Background: an optimization exercise with open tools, aiming at small area. Do not read the settings as production practice. In this exercise RTL edits were held to simulation tests only and were not proved equivalent to the original.

==> flow/design.v <==
module c_decode (
    input  logic [31:0] inst,
    input  logic        pc,
    output logic        next_comp16,
    output logic [31:0] compressed_inst_out
);
    logic [15:0] c;
    logic [2:0]  f3;
    logic [4:0]  rd, rs2, rdp, rs1p;
    logic [11:0] imm6;
    logic [19:0] jimm;
    logic [11:0] bimm;
    logic [31:0] x;
    localparam logic [31:0] NOP = 32'h0000_0013;
    assign c    = pc ? inst[31:16] : inst[15:0];
    assign f3   = c[15:13];
    assign rd   = c[11:7];
    assign rs2  = c[6:2];
    assign rdp  = {2'b01, c[4:2]};
    assign rs1p = {2'b01, c[9:7]};
    assign imm6 = {{7{c[12]}}, c[6:2]};
    assign jimm = {{9{c[12]}}, c[8], c[10:9], c[6], c[7], c[2], c[11], c[5:3], 1'b0};
    assign bimm = {{4{c[12]}}, c[6:5], c[2], c[11:10], c[4:3], 1'b0};
    assign next_comp16 = (c != 16'h0) & (c[1:0] != 2'b11);
    always_comb begin
        x = NOP;
        case (c[1:0])
        2'b00: case (f3)
            3'b000: x = {c[10:7], c[12:11], c[5], c[6], 4'b0, 5'h02, 3'b000, rdp, 7'b0010011};
            3'b010: x = {5'b0, c[5], c[12:10], c[6], 2'b0, rs1p, 3'b010, rdp, 7'b0000011};
            3'b110: x = {5'b0, c[5], c[12], rdp, rs1p, 3'b010, c[11:10], c[6], 2'b0, 7'b0100011};
            default: x = NOP;
            endcase
        2'b01: case (f3)
            3'b000: x = (rd == 5'b0) ? NOP : {imm6, rd, 3'b000, rd, 7'b0010011};
            3'b001: x = {jimm[19], jimm[9:0], jimm[10], jimm[18:11], 5'h01, 7'b1101111};
            3'b010: x = {imm6, 5'h00, 3'b000, rd, 7'b0010011};
            3'b011: x = (rd == 5'h02) ? {{11{c[12]}}, c[4:3], c[5], c[2], c[6], 4'b0, 5'h02, 7'b0110111}
                                      : {{3{c[12]}}, c[6:2], 12'b0, rd, 7'b0110111};
            3'b100: case (c[11:10])
                2'b00: x = {7'b0000000, c[6:2], rs1p, 3'b101, rs1p, 7'b0010011};
                2'b01: x = {7'b0100000, c[6:2], rs1p, 3'b101, rs1p, 7'b0010011};
                2'b10: x = {imm6, rs1p, 3'b111, rs1p, 7'b0010011};
                2'b11: case (c[6:5])
                    2'b00: x = {7'b0100000, rdp, rs1p, 3'b000, rs1p, 7'b0110011};
                    2'b01: x = {7'b0000000, rdp, rs1p, 3'b100, rs1p, 7'b0110011};
                    2'b10: x = {7'b0000000, rdp, rs1p, 3'b110, rs1p, 7'b0110011};
                    2'b11: x = {7'b0000000, rdp, rs1p, 3'b111, rs1p, 7'b0110011};
                    endcase
                endcase
            3'b101: x = {jimm[19], jimm[9:0], jimm[10], jimm[18:11], 5'h00, 7'b1101111};
            3'b110: x = {bimm[11], bimm[9:4], 5'h00, rs1p, 3'b000, bimm[3:0], bimm[10], 7'b1100011};
            3'b111: x = {bimm[11], bimm[9:4], 5'h00, rs1p, 3'b001, bimm[3:0], bimm[10], 7'b1100011};
            endcase
        2'b10: case (f3)
            3'b000: x = {7'b0, c[6:2], rd, 3'b001, rd, 7'b0010011};
            3'b010: x = {4'b0, c[3:2], c[12], c[6:4], 2'b0, 5'h02, 3'b010, rd, 7'b0000011};
            3'b100: if (!c[12]) x = (rs2 == 5'h0 && rd != 5'h0) ? {12'h0, rd, 3'b000, 5'h00, 7'b1100111}
                                                               : {7'b0, rs2, 5'h00, 3'b000, rd, 7'b0110011};
                    else if (rs2 == 5'h0) x = (rd == 5'h0) ? 32'h0010_0073 : {12'h0, rd, 3'b000, 5'h01, 7'b1100111};
                    else x = {7'b0, rs2, rd, 3'b000, rd, 7'b0110011};
            3'b110: x = {4'b0, c[8:7], c[12], rs2, 5'h02, 3'b010, c[11:9], 2'b0, 7'b0100011};
            default: x = NOP;
            endcase
        default: x = NOP;
        endcase
    end
    assign compressed_inst_out = next_comp16 ? x : inst;
endmodule
module c_misalign (
    input   logic           clk,
    input   logic           reset,
    input   logic           sel_for_branch,
    input   logic   [31:0]  inst_in,
    output  logic           st_s0,
    output  logic           st_s1,
    output  logic   [29:0]  split_inst
);
    logic [15:0] conc_lo;
    logic [13:0] conc_hi;
    logic        mis_d;
    logic [13:0] upper;
    logic        st_a, st_b;        
    logic        is_mis, s2;
    assign is_mis     = inst_in[17] & inst_in[16];
    assign st_s1      = st_a;
    assign st_s0      = ~st_a & ~st_b;
    assign s2         = ~st_a & st_b;
    assign split_inst = {conc_lo, upper};
    always_ff @(posedge clk) begin
        conc_lo <= inst_in[15:0];
        conc_hi <= inst_in[31:18];
        mis_d   <= is_mis;
        if (!(st_a & st_b)) upper <= conc_hi;
    end
    always_ff @(posedge clk) begin
        if (reset) begin
            st_a <= 1'b0;
            st_b <= 1'b0;
        end else begin
            st_a <= (st_s0 & is_mis) | (s2 & ~sel_for_branch & mis_d);
            st_b <= (st_a & ~sel_for_branch) | (s2 & ~sel_for_branch & mis_d);
        end
    end
endmodule
module c_top(
    input   logic           clk,
    input   logic           reset_i,
    input   logic   [31:0]  pc_i,
    input   logic   [31:0]  instr_i,
    input   logic           br_taken_i,
    output  logic   [31:0]  pc_realigned_o,
    output  logic           pc_half_o,
    output  logic           stall_o,
    output  logic   [31:0]  instr_o
);
    logic        s0, s1;
    logic [29:0] split_inst;
    logic        comp16;
    logic [31:0] expanded;
    c_misalign misalign (
        .clk            (clk),
        .reset          (reset_i),
        .sel_for_branch (br_taken_i),
        .inst_in        (instr_i),
        .st_s0          (s0),
        .st_s1          (s1),
        .split_inst     (split_inst)
    );
    c_decode decode (
        .inst                (instr_i),
        .pc                  (pc_i[1]),
        .next_comp16         (comp16),
        .compressed_inst_out (expanded)
    );
    assign stall_o        = s1;
    assign pc_realigned_o = {pc_i[31:1] + {30'b0, s1}, pc_i[0]};
    assign pc_half_o      = s0 & comp16;
    assign instr_o        = s0 ? expanded : s1 ? 32'h0000_0013 : {split_inst, 2'b11};
endmodule
==> flow/config.mk <==
export PLATFORM = sky130hd
export DESIGN_NAME = c_top
export DESIGN_NICKNAME = c_top
export VERILOG_FILES = /design/flow/design.v
export SDC_FILE = /design/flow/constraint.sdc
export NUM_CORES = 4
export LEC_CHECK = 0
export CAP_MARGIN = 20
export CORE_MARGIN = 2
export CORE_UTILIZATION = 40
export SLEW_MARGIN = 20
==> flow/constraint.sdc <==
create_clock -name core_clock -period 10.0 [get_ports {clk}]
set_input_delay 2.0000 -clock core_clock [delete_from_list [all_inputs] [get_ports {clk}]]
set_output_delay 2.0000 -clock core_clock [all_outputs]
set_load 0.01 [all_outputs]
standard.sh (not shown) runs the stock make flow with config.mk's settings and CLKGATE_MAP_FILE= SYNTH_SCRIPT=/design/flow/synth_recipe.tcl, a recipe that flattens the netlist after the stock synthesis.
==> flow/flow/run.sh <==
#!/bin/bash
# Own layout flow: the standard ORFS flow (standard.sh) with two changes:
#  - synthesis maps the logic with an area-oriented ABC script (area.abc)
#    instead of ORFS's delay-oriented one; everything else in synthesis,
#    including register mapping and naming, is the standard flow's synthesis script;
#  - every port gets the smallest buffer (buf_1) rather than the default.
# Each step's full output goes to its own log in this folder.
set -euo pipefail
W=$(pwd)
F=$W/flow
export MY_ABC_SCRIPT=$F/area.abc
export BUFFER_PORTS_ARGS="-buffer_cell sky130_fd_sc_hd__buf_1"
ARGS=(SYNTH_SCRIPT=$F/synth.tcl "BUFFER_PORTS_ARGS=$BUFFER_PORTS_ARGS")
bash standard.sh "${ARGS[@]}" synth > synth.log 2>&1
bash standard.sh "${ARGS[@]}" finish > layout.log 2>&1
==> flow/flow/area.abc <==
strash
&get -n
&deepsyn -T 60
&put
dch -f
map -a
topo
==> flow/flow/synth.tcl <==
# The standard flow's synthesis script (synth_recipe.tcl), with ABC's mapping script
# replaced by flow/area.abc.
proc synth {args} { yosys synth -nofsm -noshare {*}$args }
proc abc {args} {
  set i [lsearch -exact $args -script]
  if { $i >= 0 } { lset args [expr {$i + 1}] $::env(MY_ABC_SCRIPT) }
  yosys abc {*}$args
}
source $::env(SCRIPTS_DIR)/synth.tcl
# left out here: clear keep_hierarchy, flatten, clean up, hide names made inside functions, write 1_2_yosys.v
Rerun with:
--- a/flow/design.v
+++ b/flow/design.v
@@ -76,30 +76,23 @@
     output  logic           st_s1,
     output  logic   [29:0]  split_inst
 );
-    logic [15:0] conc_lo;
-    logic [13:0] conc_hi;
-    logic        mis_d;
+    logic [31:0] conc;
     logic [13:0] upper;
-    logic        st_a, st_b;        
-    logic        is_mis, s2;
-    assign is_mis     = inst_in[17] & inst_in[16];
-    assign st_s1      = st_a;
-    assign st_s0      = ~st_a & ~st_b;
-    assign s2         = ~st_a & st_b;
-    assign split_inst = {conc_lo, upper};
+    logic        s1, s2;
+    assign st_s1 = s1;
+    assign st_s0 = ~s1 & ~s2;
+    assign split_inst = {conc[15:0], upper};
     always_ff @(posedge clk) begin
-        conc_lo <= inst_in[15:0];
-        conc_hi <= inst_in[31:18];
-        mis_d   <= is_mis;
-        if (!(st_a & st_b)) upper <= conc_hi;
+        if (!s2) conc <= inst_in;
+        upper <= conc[31:18];
     end
     always_ff @(posedge clk) begin
         if (reset) begin
-            st_a <= 1'b0;
-            st_b <= 1'b0;
+            s1 <= 1'b0;
+            s2 <= 1'b0;
         end else begin
-            st_a <= (st_s0 & is_mis) | (s2 & ~sel_for_branch & mis_d);
-            st_b <= (st_a & ~sel_for_branch) | (s2 & ~sel_for_branch & mis_d);
+            s1 <= (st_s0 & (inst_in[17:16] == 2'b11)) | (s2 & ~sel_for_branch & (conc[17:16] == 2'b11));
+            s2 <= s1 & ~sel_for_branch;
         end
     end
 endmodule
What happened: The new run passed the timing, DRC and antenna checks; cell count went up by about 0.9%; design area went up by about 5%; hold slack gets worse by 0.066 ns; wire length went down by 1.8%; count of clock-buffer cells in the layout went up by 2.

==> what the ideal ports hide <==
How much do the figures lean on ideal ports? The routed layouts below were timed once more, with nothing changed but the port constraints.
Step 1: set_driving_cell puts a clkbuf_16 on clk and a buf_2 on each other input, an assumption about the parent block.
Step 2 also shifts input and output timing later by t, the mid clock arrival at the registers, as if the neighbouring blocks saw the same clock.
Three values: ideal ports, drivers, drivers and shift; two values: the first two.
run	t, ns	setup WS [ns]	worst setup path at the end	slew at the worst register clock pin (ns)	worst data-port slew with drivers (ns)
the first run	0.340	1.595 / 1.570 / 1.570	input to output	0.10 / 0.10	0.06
the second run	0.333	1.616 / 1.594 / 1.594	input to output	0.09 / 0.09	0.06
After both steps every run listed still meets setup and hold. The setup slack of the first run, which loses most, moves by -0.025 ns with the drivers and by -0.025 ns with both steps.
